From an optimization exercise on the open Yosys and OpenROAD flow, aimed at small area, a short achievable clock period and few clock cycles per item; shortcuts taken in it are not production practice. Where RTL was checked, it was by simulation tests only, not by an equivalence proof against the original.

==> run P <==
// verilog_multiplier
module verilog_multiplier(clk, rst, ready, op1, op2, res, done);
export LEC_CHECK = 0
export CAP_MARGIN = 20
export CORE_MARGIN = 2
export CORE_UTILIZATION = 60
export SETUP_SLACK_MARGIN = 2.25
export SLEW_MARGIN = 20
export TNS_END_PERCENT = 20
create_clock -name core_clock -period 8.0 [get_ports {clk}]
standard.sh (not shown) runs the stock make flow with config.mk's settings and CLKGATE_MAP_FILE= SYNTH_SCRIPT=/design/flow/synth_recipe.tcl, a recipe that flattens the netlist after the stock synthesis.
==> flow/flow/run.sh <==
#!/bin/bash
# Own flow: the standard layout, except that synthesis runs Yosys's fine
# stage without its early "abc -fast", so that extract_fa finds the design's
# full adders as written (no inverter between adders). The standard synthesis
# runs first; its register names are given to the own netlist's registers,
# and the standard netlist is used as it is if the registers do not match.
set -uo pipefail
W=$(pwd)
R=$W/orfs/results/$FLOW_PLATFORM/verilog_multiplier/base
bash standard.sh synth > log_standard_synth.txt 2>&1 || exit 1
cp "$R/1_2_yosys.v" "$W/ref_1_2_yosys.v"
sed '1s/.*/proc synth {args} { if {[lsearch -glob $args "fine:*"] >= 0} { yosys synth -nofsm -noshare -noabc {*}$args } else { yosys synth -nofsm -noshare {*}$args } }/' synth_recipe.tcl > own_synth.tcl
sed "s|SYNTH_SCRIPT=[^ ]*|SYNTH_SCRIPT=$W/own_synth.tcl|" standard.sh > own_standard.sh
if bash own_standard.sh do-yosys > log_own_synth.txt 2>&1 \
   && python3 flow/rename.py "$W/ref_1_2_yosys.v" "$R/1_2_yosys.v" "$W/own_1_2_yosys.v" > log_rename.txt 2>&1; then
  cp "$W/own_1_2_yosys.v" "$R/1_2_yosys.v"
  echo "own synthesis used" >> log_rename.txt
else
  cp "$W/ref_1_2_yosys.v" "$R/1_2_yosys.v"
  echo "standard synthesis used" >> log_rename.txt
fi
rm -f "$R/1_synth.odb" "$R/1_synth.sdc"
bash standard.sh "BUFFER_PORTS_ARGS=-buffer_cell sky130_fd_sc_hd__buf_2" finish > log_standard_finish.txt 2>&1
Other scripts of this flow, unchanged in this note and not shown: flow/flow/rename.py
==> run Z (differences from run P) <==
--- a/flow/design.v
+++ b/flow/design.v
@@ -3,17 +3,17 @@
     input wire clk, rst;
     input wire ready;
     input wire [31:0] op1, op2;
     output wire [31:0] res;
     output reg done;
     localparam IDLE = 2'd0, R0 = 2'd1, LSH = 2'd2, RSH = 2'd3;
     reg [1:0] st;
     reg [47:0] S;
-    reg [47:14] C;
+    reg [47:16] C;
     reg        ccl;
     reg [9:0]  E;        
     reg        sgn, fnan, fz, fpay;
     reg        rndr;     
     reg [21:0] pay;      
     wire e1z = (op1[30:23] == 8'd0);
     wire e2z = (op2[30:23] == 8'd0);
     wire e1f = (op1[30:23] == 8'hff);
@@ -29,17 +29,17 @@
     wire infx = qnan | (~nan1 & ~nan2 & ~zero1 & ~zero2 & (inf1 | inf2));
     wire special = zero1 | zero2 | e1f | e2f;
     wire [8:0] esum = {1'b0, op1[30:24], op1[23] | e1z} + {1'b0, op2[30:24], op2[23] | e2z};
     wire [9:0] e_in = {1'b0, esum} - 10'd127;
     wire fast = special | (~e1z & ~e2z & (esum >= 9'd128));
     wire [23:0] a = {~e1z, op1[22:0]};
     wire [23:0] b = {~e2z, op2[22:0]};
     wire [47:0] tree_s, tree_c;
-    wire [13:0] t_lo;
+    wire [15:0] t_lo;
     wire t_cl;
     wire [47:23] t_ha;
     wire [46:23] t_hb;
     wire idle = (st == IDLE);    
     wire rnd;
 wire t_0, t_1, t_2, t_3, t_4, t_5, t_6, t_7, t_8, t_9, t_10, t_11, t_12, t_13, t_14, t_15, t_16, t_17, t_18, t_19, t_20, t_21, t_22, t_23, t_24, t_25, t_26, t_27, t_28, t_29, t_30, t_31, t_32, t_33, t_34, t_35, t_36, t_37, t_38, t_39, t_40, t_41, t_42, t_43, t_44, t_45, t_46, t_47, t_48, t_49, t_50, t_51, t_52, t_53, t_54, t_55, t_56, t_57, t_58, t_59, t_60, t_61, t_62, t_63, t_64, t_65, t_66, t_67, t_68, t_69, t_70, t_71, t_72, t_73, t_74, t_75, t_76, t_77, t_78, t_79, t_80, t_81, t_82, t_83, t_84, t_85, t_86, t_87, t_88, t_89, t_90, t_91, t_92, t_93, t_94, t_95, t_96, t_97, t_98, t_99, t_100, t_101, t_102, t_103, t_104, t_105, t_106, t_107, t_108, t_109, t_110, t_111, t_112, t_113, t_114, t_115, t_116, t_117, t_118, t_119, t_120, t_121, t_122, t_123, t_124, t_125, t_126, t_127, t_128, t_129, t_130, t_131, t_132, t_133, t_134, t_135, t_136, t_137, t_138, t_139, t_140, t_141, t_142, t_143, t_144, t_145, t_146, t_147, t_148, t_149, t_150, t_151, t_152, t_153, t_154, t_155, t_156, t_157, t_158, t_159, t_160, t_161, t_162, t_163, t_164, t_165, t_166, t_167, t_168, t_169, t_170, t_171, t_172, t_173, t_174, t_175, t_176, t_177, t_178, t_179, t_180, t_181, t_182, t_183, t_184, t_185, t_186, t_187, t_188, t_189, t_190, t_191, t_192, t_193, t_194, t_195, t_196, t_197, t_198, t_199, t_200, t_201, t_202, t_203, t_204, t_205, t_206, t_207, t_208, t_209, t_210, t_211, t_212, t_213, t_214, t_215, t_216, t_217, t_218, t_219, t_220, t_221, t_222, t_223, t_224, t_225, t_226, t_227, t_228, t_229, t_230, t_231, t_232, t_233, t_234, t_235, t_236, t_237, t_238, t_239, t_240, t_241, t_242, t_243, t_244, t_245, t_246, t_247, t_248, t_249, t_250, t_251, t_252, t_253, t_254, t_255, t_256, t_257, t_258, t_259, t_260, t_261, t_262, t_263, t_264, t_265, t_266, t_267, t_268, t_269, t_270, t_271, t_272, t_273, t_274, t_275, t_276, t_277, t_278, t_279, t_280, t_281, t_282, t_283, t_284, t_285, t_286, t_287, t_288, t_289, t_290, t_291, t_292, t_293, t_294, t_295, t_296, t_297, t_298, t_299, t_300, t_301, t_302, t_303, t_304, t_305, t_306, t_307, t_308, t_309, t_310, t_311, t_312, t_313, t_314, t_315, t_316, t_317, t_318, t_319, t_320, t_321, t_322, t_323, t_324, t_325, t_326, t_327, t_328, t_329, t_330, t_331, t_332, t_333, t_334, t_335, t_336, t_337, t_338, t_339, t_340, t_341, t_342, t_343, t_344, t_345, t_346, t_347, t_348, t_349, t_350, t_351, t_352, t_353, t_354, t_355, t_356, t_357, t_358, t_359, t_360, t_361, t_362, t_363, t_364, t_365, t_366, t_367, t_368, t_369, t_370, t_371, t_372, t_373, t_374, t_375, t_376, t_377, t_378, t_379, t_380, t_381, t_382, t_383, t_384, t_385, t_386, t_387, t_388, t_389, t_390, t_391, t_392, t_393, t_394, t_395, t_396, t_397, t_398, t_399, t_400, t_401, t_402, t_403, t_404, t_405, t_406, t_407, t_408, t_409, t_410, t_411, t_412, t_413, t_414, t_415, t_416, t_417, t_418, t_419, t_420, t_421, t_422, t_423, t_424, t_425, t_426, t_427, t_428, t_429, t_430, t_431, t_432, t_433, t_434, t_435, t_436, t_437, t_438, t_439, t_440, t_441, t_442, t_443, t_444, t_445, t_446, t_447, t_448, t_449, t_450, t_451, t_452, t_453, t_454, t_455, t_456, t_457, t_458, t_459, t_460, t_461, t_462, t_463, t_464, t_465, t_466, t_467, t_468, t_469, t_470, t_471, t_472, t_473, t_474, t_475, t_476, t_477, t_478, t_479, t_480, t_481, t_482, t_483, t_484, t_485, t_486, t_487, t_488, t_489, t_490, t_491, t_492, t_493, t_494, t_495, t_496, t_497, t_498, t_499, t_500, t_501, t_502, t_503, t_504, t_505, t_506, t_507, t_508, t_509, t_510, t_511, t_512, t_513, t_514, t_515, t_516, t_517, t_518, t_519, t_520, t_521, t_522, t_523, t_524, t_525, t_526, t_527, t_528, t_529, t_530, t_531, t_532, t_533, t_534, t_535, t_536, t_537, t_538, t_539, t_540, t_541, t_542, t_543, t_544, t_545, t_546, t_547, t_548, t_549, t_550, t_551, t_552, t_553, t_554, t_555, t_556, t_557, t_558, t_559, t_560, t_561, t_562, t_563, t_564, t_565, t_566, t_567, t_568, t_569, t_570, t_571, t_572, t_573, t_574, t_575, t_576, t_577, t_578, t_579, t_580, t_581, t_582, t_583, t_584, t_585, t_586, t_587, t_588, t_589, t_590, t_591, t_592, t_593, t_594, t_595, t_596, t_597, t_598, t_599, t_600, t_601, t_602, t_603, t_604, t_605, t_606, t_607, t_608, t_609, t_610, t_611, t_612, t_613, t_614, t_615, t_616, t_617, t_618, t_619, t_620, t_621, t_622, t_623, t_624, t_625, t_626, t_627, t_628, t_629, t_630, t_631, t_632, t_633, t_634, t_635, t_636, t_637, t_638, t_639, t_640, t_641, t_642, t_643, t_644, t_645, t_646, t_647, t_648, t_649, t_650, t_651, t_652, t_653, t_654, t_655, t_656, t_657, t_658, t_659, t_660, t_661, t_662, t_663, t_664, t_665, t_666, t_667, t_668, t_669, t_670, t_671, t_672, t_673, t_674, t_675, t_676, t_677, t_678, t_679, t_680, t_681, t_682, t_683, t_684, t_685, t_686, t_687, t_688, t_689, t_690, t_691, t_692, t_693, t_694, t_695, t_696, t_697, t_698, t_699, t_700, t_701, t_702, t_703, t_704, t_705, t_706, t_707, t_708, t_709, t_710, t_711, t_712, t_713, t_714, t_715, t_716, t_717, t_718, t_719, t_720, t_721, t_722, t_723, t_724, t_725, t_726, t_727, t_728, t_729, t_730, t_731, t_732, t_733, t_734, t_735, t_736, t_737, t_738, t_739, t_740, t_741, t_742, t_743, t_744, t_745, t_746, t_747, t_748, t_749, t_750, t_751, t_752, t_753, t_754, t_755, t_756, t_757, t_758, t_759, t_760, t_761, t_762, t_763, t_764, t_765, t_766, t_767, t_768, t_769, t_770, t_771, t_772, t_773, t_774, t_775, t_776, t_777, t_778, t_779, t_780, t_781, t_782, t_783, t_784, t_785, t_786, t_787, t_788, t_789, t_790, t_791, t_792, t_793, t_794, t_795, t_796, t_797, t_798, t_799, t_800, t_801, t_802, t_803, t_804, t_805, t_806, t_807, t_808, t_809, t_810, t_811, t_812, t_813, t_814, t_815, t_816, t_817, t_818, t_819, t_820, t_821, t_822, t_823, t_824, t_825, t_826, t_827, t_828, t_829, t_830, t_831, t_832, t_833, t_834, t_835, t_836, t_837, t_838, t_839, t_840, t_841, t_842, t_843, t_844, t_845, t_846, t_847, t_848, t_849, t_850, t_851, t_852, t_853, t_854, t_855, t_856, t_857, t_858, t_859, t_860, t_861, t_862, t_863, t_864, t_865, t_866, t_867, t_868, t_869, t_870, t_871, t_872, t_873, t_874, t_875, t_876, t_877, t_878, t_879, t_880, t_881, t_882, t_883, t_884, t_885, t_886, t_887, t_888, t_889, t_890, t_891, t_892, t_893, t_894, t_895, t_896, t_897, t_898, t_899, t_900, t_901, t_902, t_903, t_904, t_905, t_906, t_907, t_908, t_909, t_910, t_911, t_912, t_913, t_914, t_915, t_916, t_917, t_918, t_919, t_920, t_921, t_922, t_923, t_924, t_925, t_926, t_927, t_928, t_929, t_930, t_931, t_932, t_933, t_934, t_935, t_936, t_937, t_938, t_939, t_940, t_941, t_942, t_943, t_944, t_945, t_946, t_947, t_948, t_949, t_950, t_951, t_952, t_953, t_954, t_955, t_956, t_957, t_958, t_959, t_960, t_961, t_962, t_963, t_964, t_965, t_966, t_967, t_968, t_969, t_970, t_971, t_972, t_973, t_974, t_975, t_976, t_977, t_978, t_979, t_980, t_981, t_982, t_983, t_984, t_985, t_986, t_987, t_988, t_989, t_990, t_991, t_992, t_993, t_994, t_995, t_996, t_997, t_998, t_999, t_1000, t_1001, t_1002, t_1003, t_1004, t_1005, t_1006, t_1007, t_1008, t_1009, t_1010, t_1011;
 assign t_0 = (a[19] & b[0] & idle) ^ (a[18] & b[1] & idle);
 assign t_1 = (a[19] & b[0] & idle) & (a[18] & b[1] & idle);
@@ -1064,86 +1064,92 @@
 wire lk_g0_7 = (tree_s[7] & tree_c[7]) | ((tree_s[7] ^ tree_c[7]) & (tree_s[6] & tree_c[6]));
 wire lk_p0_7 = (tree_s[7] ^ tree_c[7]) & (tree_s[6] ^ tree_c[6]);
 wire lk_g0_9 = (tree_s[9] & tree_c[9]) | ((tree_s[9] ^ tree_c[9]) & (tree_s[8] & tree_c[8]));
 wire lk_p0_9 = (tree_s[9] ^ tree_c[9]) & (tree_s[8] ^ tree_c[8]);
 wire lk_g0_11 = (tree_s[11] & tree_c[11]) | ((tree_s[11] ^ tree_c[11]) & (tree_s[10] & tree_c[10]));
 wire lk_p0_11 = (tree_s[11] ^ tree_c[11]) & (tree_s[10] ^ tree_c[10]);
 wire lk_g0_13 = (tree_s[13] & tree_c[13]) | ((tree_s[13] ^ tree_c[13]) & (tree_s[12] & tree_c[12]));
 wire lk_p0_13 = (tree_s[13] ^ tree_c[13]) & (tree_s[12] ^ tree_c[12]);
+wire lk_g0_15 = (tree_s[15] & tree_c[15]) | ((tree_s[15] ^ tree_c[15]) & (tree_s[14] & tree_c[14]));
+wire lk_p0_15 = (tree_s[15] ^ tree_c[15]) & (tree_s[14] ^ tree_c[14]);
 wire lk_g1_2 = (tree_s[2] & tree_c[2]) | ((tree_s[2] ^ tree_c[2]) & lk_g0_1);
 wire lk_p1_2 = (tree_s[2] ^ tree_c[2]) & lk_p0_1;
 wire lk_g1_3 = lk_g0_3 | (lk_p0_3 & lk_g0_1);
 wire lk_p1_3 = lk_p0_3 & lk_p0_1;
 wire lk_g1_6 = (tree_s[6] & tree_c[6]) | ((tree_s[6] ^ tree_c[6]) & lk_g0_5);
 wire lk_p1_6 = (tree_s[6] ^ tree_c[6]) & lk_p0_5;
 wire lk_g1_7 = lk_g0_7 | (lk_p0_7 & lk_g0_5);
 wire lk_p1_7 = lk_p0_7 & lk_p0_5;
 wire lk_g1_10 = (tree_s[10] & tree_c[10]) | ((tree_s[10] ^ tree_c[10]) & lk_g0_9);
 wire lk_p1_10 = (tree_s[10] ^ tree_c[10]) & lk_p0_9;
 wire lk_g1_11 = lk_g0_11 | (lk_p0_11 & lk_g0_9);
 wire lk_p1_11 = lk_p0_11 & lk_p0_9;
+wire lk_g1_14 = (tree_s[14] & tree_c[14]) | ((tree_s[14] ^ tree_c[14]) & lk_g0_13);
+wire lk_p1_14 = (tree_s[14] ^ tree_c[14]) & lk_p0_13;
+wire lk_g1_15 = lk_g0_15 | (lk_p0_15 & lk_g0_13);
+wire lk_p1_15 = lk_p0_15 & lk_p0_13;
 wire lk_g2_4 = (tree_s[4] & tree_c[4]) | ((tree_s[4] ^ tree_c[4]) & lk_g1_3);
 wire lk_p2_4 = (tree_s[4] ^ tree_c[4]) & lk_p1_3;
 wire lk_g2_5 = lk_g0_5 | (lk_p0_5 & lk_g1_3);
 wire lk_p2_5 = lk_p0_5 & lk_p1_3;
 wire lk_g2_6 = lk_g1_6 | (lk_p1_6 & lk_g1_3);
 wire lk_p2_6 = lk_p1_6 & lk_p1_3;
 wire lk_g2_7 = lk_g1_7 | (lk_p1_7 & lk_g1_3);
 wire lk_p2_7 = lk_p1_7 & lk_p1_3;
 wire lk_g2_12 = (tree_s[12] & tree_c[12]) | ((tree_s[12] ^ tree_c[12]) & lk_g1_11);
 wire lk_p2_12 = (tree_s[12] ^ tree_c[12]) & lk_p1_11;
 wire lk_g2_13 = lk_g0_13 | (lk_p0_13 & lk_g1_11);
 wire lk_p2_13 = lk_p0_13 & lk_p1_11;
+wire lk_g2_14 = lk_g1_14 | (lk_p1_14 & lk_g1_11);
+wire lk_p2_14 = lk_p1_14 & lk_p1_11;
+wire lk_g2_15 = lk_g1_15 | (lk_p1_15 & lk_g1_11);
+wire lk_p2_15 = lk_p1_15 & lk_p1_11;
 wire lk_g3_8 = (tree_s[8] & tree_c[8]) | ((tree_s[8] ^ tree_c[8]) & lk_g2_7);
 wire lk_p3_8 = (tree_s[8] ^ tree_c[8]) & lk_p2_7;
 wire lk_g3_9 = lk_g0_9 | (lk_p0_9 & lk_g2_7);
 wire lk_p3_9 = lk_p0_9 & lk_p2_7;
 wire lk_g3_10 = lk_g1_10 | (lk_p1_10 & lk_g2_7);
 wire lk_p3_10 = lk_p1_10 & lk_p2_7;
 wire lk_g3_11 = lk_g1_11 | (lk_p1_11 & lk_g2_7);
 wire lk_p3_11 = lk_p1_11 & lk_p2_7;
 wire lk_g3_12 = lk_g2_12 | (lk_p2_12 & lk_g2_7);
 wire lk_p3_12 = lk_p2_12 & lk_p2_7;
 wire lk_g3_13 = lk_g2_13 | (lk_p2_13 & lk_g2_7);
 wire lk_p3_13 = lk_p2_13 & lk_p2_7;
-assign t_cl = lk_g3_13;
-assign t_lo = {((tree_s[13] ^ tree_c[13]) ^ lk_g3_12), ((tree_s[12] ^ tree_c[12]) ^ lk_g3_11), ((tree_s[11] ^ tree_c[11]) ^ lk_g3_10), ((tree_s[10] ^ tree_c[10]) ^ lk_g3_9), ((tree_s[9] ^ tree_c[9]) ^ lk_g3_8), ((tree_s[8] ^ tree_c[8]) ^ lk_g2_7), ((tree_s[7] ^ tree_c[7]) ^ lk_g2_6), ((tree_s[6] ^ tree_c[6]) ^ lk_g2_5), ((tree_s[5] ^ tree_c[5]) ^ lk_g2_4), ((tree_s[4] ^ tree_c[4]) ^ lk_g1_3), ((tree_s[3] ^ tree_c[3]) ^ lk_g1_2), ((tree_s[2] ^ tree_c[2]) ^ lk_g0_1), ((tree_s[1] ^ tree_c[1]) ^ (tree_s[0] & tree_c[0])), (tree_s[0] ^ tree_c[0])};
+wire lk_g3_14 = lk_g2_14 | (lk_p2_14 & lk_g2_7);
+wire lk_p3_14 = lk_p2_14 & lk_p2_7;
+wire lk_g3_15 = lk_g2_15 | (lk_p2_15 & lk_g2_7);
+wire lk_p3_15 = lk_p2_15 & lk_p2_7;
+assign t_cl = lk_g3_15;
+assign t_lo = {((tree_s[15] ^ tree_c[15]) ^ lk_g3_14), ((tree_s[14] ^ tree_c[14]) ^ lk_g3_13), ((tree_s[13] ^ tree_c[13]) ^ lk_g3_12), ((tree_s[12] ^ tree_c[12]) ^ lk_g3_11), ((tree_s[11] ^ tree_c[11]) ^ lk_g3_10), ((tree_s[10] ^ tree_c[10]) ^ lk_g3_9), ((tree_s[9] ^ tree_c[9]) ^ lk_g3_8), ((tree_s[8] ^ tree_c[8]) ^ lk_g2_7), ((tree_s[7] ^ tree_c[7]) ^ lk_g2_6), ((tree_s[6] ^ tree_c[6]) ^ lk_g2_5), ((tree_s[5] ^ tree_c[5]) ^ lk_g2_4), ((tree_s[4] ^ tree_c[4]) ^ lk_g1_3), ((tree_s[3] ^ tree_c[3]) ^ lk_g1_2), ((tree_s[2] ^ tree_c[2]) ^ lk_g0_1), ((tree_s[1] ^ tree_c[1]) ^ (tree_s[0] & tree_c[0])), (tree_s[0] ^ tree_c[0])};
 assign t_ha = tree_s[47:23] ^ tree_c[47:23];
 assign t_hb = tree_s[46:23] & tree_c[46:23];
-wire mk_g0_1 = (S[14] & C[14]) | ((S[14] ^ C[14]) & ccl);
-wire mk_p0_1 = (S[14] ^ C[14]) & 1'b0;
-wire mk_g0_3 = (S[16] & C[16]) | ((S[16] ^ C[16]) & (S[15] & C[15]));
-wire mk_p0_3 = (S[16] ^ C[16]) & (S[15] ^ C[15]);
-wire mk_g0_5 = (S[18] & C[18]) | ((S[18] ^ C[18]) & (S[17] & C[17]));
-wire mk_p0_5 = (S[18] ^ C[18]) & (S[17] ^ C[17]);
-wire mk_g0_7 = (S[20] & C[20]) | ((S[20] ^ C[20]) & (S[19] & C[19]));
-wire mk_p0_7 = (S[20] ^ C[20]) & (S[19] ^ C[19]);
-wire mk_g1_2 = (S[15] & C[15]) | ((S[15] ^ C[15]) & mk_g0_1);
-wire mk_p1_2 = (S[15] ^ C[15]) & mk_p0_1;
+wire mk_g0_1 = (S[16] & C[16]) | ((S[16] ^ C[16]) & ccl);
+wire mk_p0_1 = (S[16] ^ C[16]) & 1'b0;
+wire mk_g0_3 = (S[18] & C[18]) | ((S[18] ^ C[18]) & (S[17] & C[17]));
+wire mk_p0_3 = (S[18] ^ C[18]) & (S[17] ^ C[17]);
+wire mk_g0_5 = (S[20] & C[20]) | ((S[20] ^ C[20]) & (S[19] & C[19]));
+wire mk_p0_5 = (S[20] ^ C[20]) & (S[19] ^ C[19]);
+wire mk_g1_2 = (S[17] & C[17]) | ((S[17] ^ C[17]) & mk_g0_1);
+wire mk_p1_2 = (S[17] ^ C[17]) & mk_p0_1;
 wire mk_g1_3 = mk_g0_3 | (mk_p0_3 & mk_g0_1);
 wire mk_p1_3 = mk_p0_3 & mk_p0_1;
-wire mk_g1_6 = (S[19] & C[19]) | ((S[19] ^ C[19]) & mk_g0_5);
-wire mk_p1_6 = (S[19] ^ C[19]) & mk_p0_5;
-wire mk_g1_7 = mk_g0_7 | (mk_p0_7 & mk_g0_5);
-wire mk_p1_7 = mk_p0_7 & mk_p0_5;
-wire mk_g2_4 = (S[17] & C[17]) | ((S[17] ^ C[17]) & mk_g1_3);
-wire mk_p2_4 = (S[17] ^ C[17]) & mk_p1_3;
+wire mk_g1_6 = (S[21] & C[21]) | ((S[21] ^ C[21]) & mk_g0_5);
+wire mk_p1_6 = (S[21] ^ C[21]) & mk_p0_5;
+wire mk_g2_4 = (S[19] & C[19]) | ((S[19] ^ C[19]) & mk_g1_3);
+wire mk_p2_4 = (S[19] ^ C[19]) & mk_p1_3;
 wire mk_g2_5 = mk_g0_5 | (mk_p0_5 & mk_g1_3);
 wire mk_p2_5 = mk_p0_5 & mk_p1_3;
 wire mk_g2_6 = mk_g1_6 | (mk_p1_6 & mk_g1_3);
 wire mk_p2_6 = mk_p1_6 & mk_p1_3;
-wire mk_g2_7 = mk_g1_7 | (mk_p1_7 & mk_g1_3);
-wire mk_p2_7 = mk_p1_7 & mk_p1_3;
-wire mk_g3_8 = (S[21] & C[21]) | ((S[21] ^ C[21]) & mk_g2_7);
-wire mk_p3_8 = (S[21] ^ C[21]) & mk_p2_7;
-wire c22 = mk_g3_8;
-wire [21:0] lo = {((S[21] ^ C[21]) ^ mk_g2_7), ((S[20] ^ C[20]) ^ mk_g2_6), ((S[19] ^ C[19]) ^ mk_g2_5), ((S[18] ^ C[18]) ^ mk_g2_4), ((S[17] ^ C[17]) ^ mk_g1_3), ((S[16] ^ C[16]) ^ mk_g1_2), ((S[15] ^ C[15]) ^ mk_g0_1), ((S[14] ^ C[14]) ^ ccl), S[13:0]};
+wire c22 = mk_g2_6;
+wire [21:0] lo = {((S[21] ^ C[21]) ^ mk_g2_5), ((S[20] ^ C[20]) ^ mk_g2_4), ((S[19] ^ C[19]) ^ mk_g1_3), ((S[18] ^ C[18]) ^ mk_g1_2), ((S[17] ^ C[17]) ^ mk_g0_1), ((S[16] ^ C[16]) ^ ccl), S[15:0]};
 wire [47:22] ha = {S[47:23], S[22] ^ C[22]};
-wire [46:22] hb = {C[47:24], (S[22] & C[22]) | C[23]};
+wire [46:22] hb = {C[47:24], S[22] & C[22]};
 wire ut24 = ha[24] ^ hb[23];
 wire ug24 = ha[24] & hb[23];
 wire ut25 = ha[25] ^ hb[24];
 wire ug25 = ha[25] & hb[24];
 wire ut26 = ha[26] ^ hb[25];
 wire ug26 = ha[26] & hb[25];
 wire ut27 = ha[27] ^ hb[26];
 wire ug27 = ha[27] & hb[26];
@@ -1351,18 +1357,18 @@
                 end
             endcase
         end
     end
     wire shl = (st == R0) ? (~top & ~p46) : (st == LSH) ? (e_pos & ~p46) : 1'b0;
     wire shr = (st == R0) ? (top & E[9]) : (st == RSH) ? ~e_under : 1'b0;
     wire [47:0] p_next = shl ? {p[46:0], 1'b0} : shr ? {1'b0, p[47:1]} : p;
     always @(posedge clk) begin
-        S <= {t_ha, tree_s[22:14], t_lo | (p_next[13:0] & {14{~idle}})};
-        C <= {t_hb, 1'b0, tree_c[22:14]} | (p_next[47:14] & {(48-14){~idle}});
+        S <= {t_ha, tree_s[22:16], t_lo} | (p_next & {48{~idle}});
+        C <= {t_hb, 1'b0, tree_c[22:16]};
         ccl <= t_cl;
         pay <= nan2 ? op2[21:0] : op1[21:0];
         case (st)
             IDLE: begin
                 E <= infx ? 10'd256 : nanx ? 10'd255 : e_in;
                 sgn <= qnan | (nan2 ? op2[31] : nan1 ? op1[31] : op1[31] ^ op2[31]);
                 fnan <= qnan | nanx;
                 fpay <= nanx;
Settings changed: SETUP_SLACK_MARGIN 2.25 to 2.4.
==> comparison table <==
Max FFs per register: run Z 48; run P 47
FF-to-FF End: run Z S[27]$_DFF_P_; run P C[21]$_DFF_P_
Critical path launch point type: run Z input port; run P flip-flop
CP max stage delay: run Z 0.57 ns; run P 0.55 ns
Multiplexer area fraction after synthesis: run Z 0.01454; run P 0.01773
Run status: run Z no timing/DRC/antenna violations; run P no timing/DRC/antenna violations
Rel. slew slack: run Z 0.3785; run P 0.2197
Total of fill cells in the finished design: run Z 3042; run P 3123
FF/Latch Area: run Z 0.002564 mm2; run P 0.002606 mm2
Fraction of registers with async set/reset: run Z 0.03333; run P 0.03279
Half-perimeter wire length after detailed placement: run Z 49590 um; run P 51330 um
Number of flip-flops and latches: run Z 120; run P 122
Design Area, Final: run Z 0.02512 mm2; run P 0.02529 mm2
Layout buffer count excluding clock buffers: run Z 144; run P 178
Wire length on met3: run Z 8810 um; run P 9224 um
Req. time, crit path: run Z 8.32 ns; run P 6.40 ns
Vias: run Z 18970; run P 19320
Final wirelength: run Z 76920 um; run P 77920 um
WL/cell: run Z 27.94 um; run P 27.83 um
Maximum number of pins on one net before global-route repair: run Z 153; run P 95
FF-to-FF Start: run Z st[0]$_DFFE_PP0P_; run P C[14]$_DFF_P_
Final core area utilization: run Z 0.6668; run P 0.6575
Testbench counts of run Z, summed over its fixed seeds: cycles 6,400, items 3,200.
No functional check of the RTL was part of run P.

-- re-timing with driven ports --
How much do the figures lean on ideal ports? The routed layouts below were timed once more, with nothing changed but the port constraints.
Step 1, drivers: a clkbuf_16 drives clk and a buf_2 each remaining input, both assumed.
Step 2 moves the port delays by t, midway between the first and last clock arrival at a register: inputs arrive t later, outputs are due t later. That takes back most of the time a late clock gives input paths.
Slacks: ideal ports / drivers / drivers and shift; pairs: ideal ports / drivers.
| run | t, ns | setup slack, ns | worst hold slack (ns) | worst setup path at the end | cell pins on the clock port's net |
|---|---|---|---|---|---|
| run P | 0.489 | 1.461 / 1.406 / 1.554 | 0.515 / 0.515 / 0.515 | input to register | 1 |
| run Z | 0.482 | 2.401 / 2.400 / 1.918 | 0.466 / 0.466 / 0.466 | input to register | 1 |
After both steps every run listed still meets setup and hold. The setup slack of run Z, which loses most, moves by -0.001 ns with the drivers and by -0.483 ns with both steps.
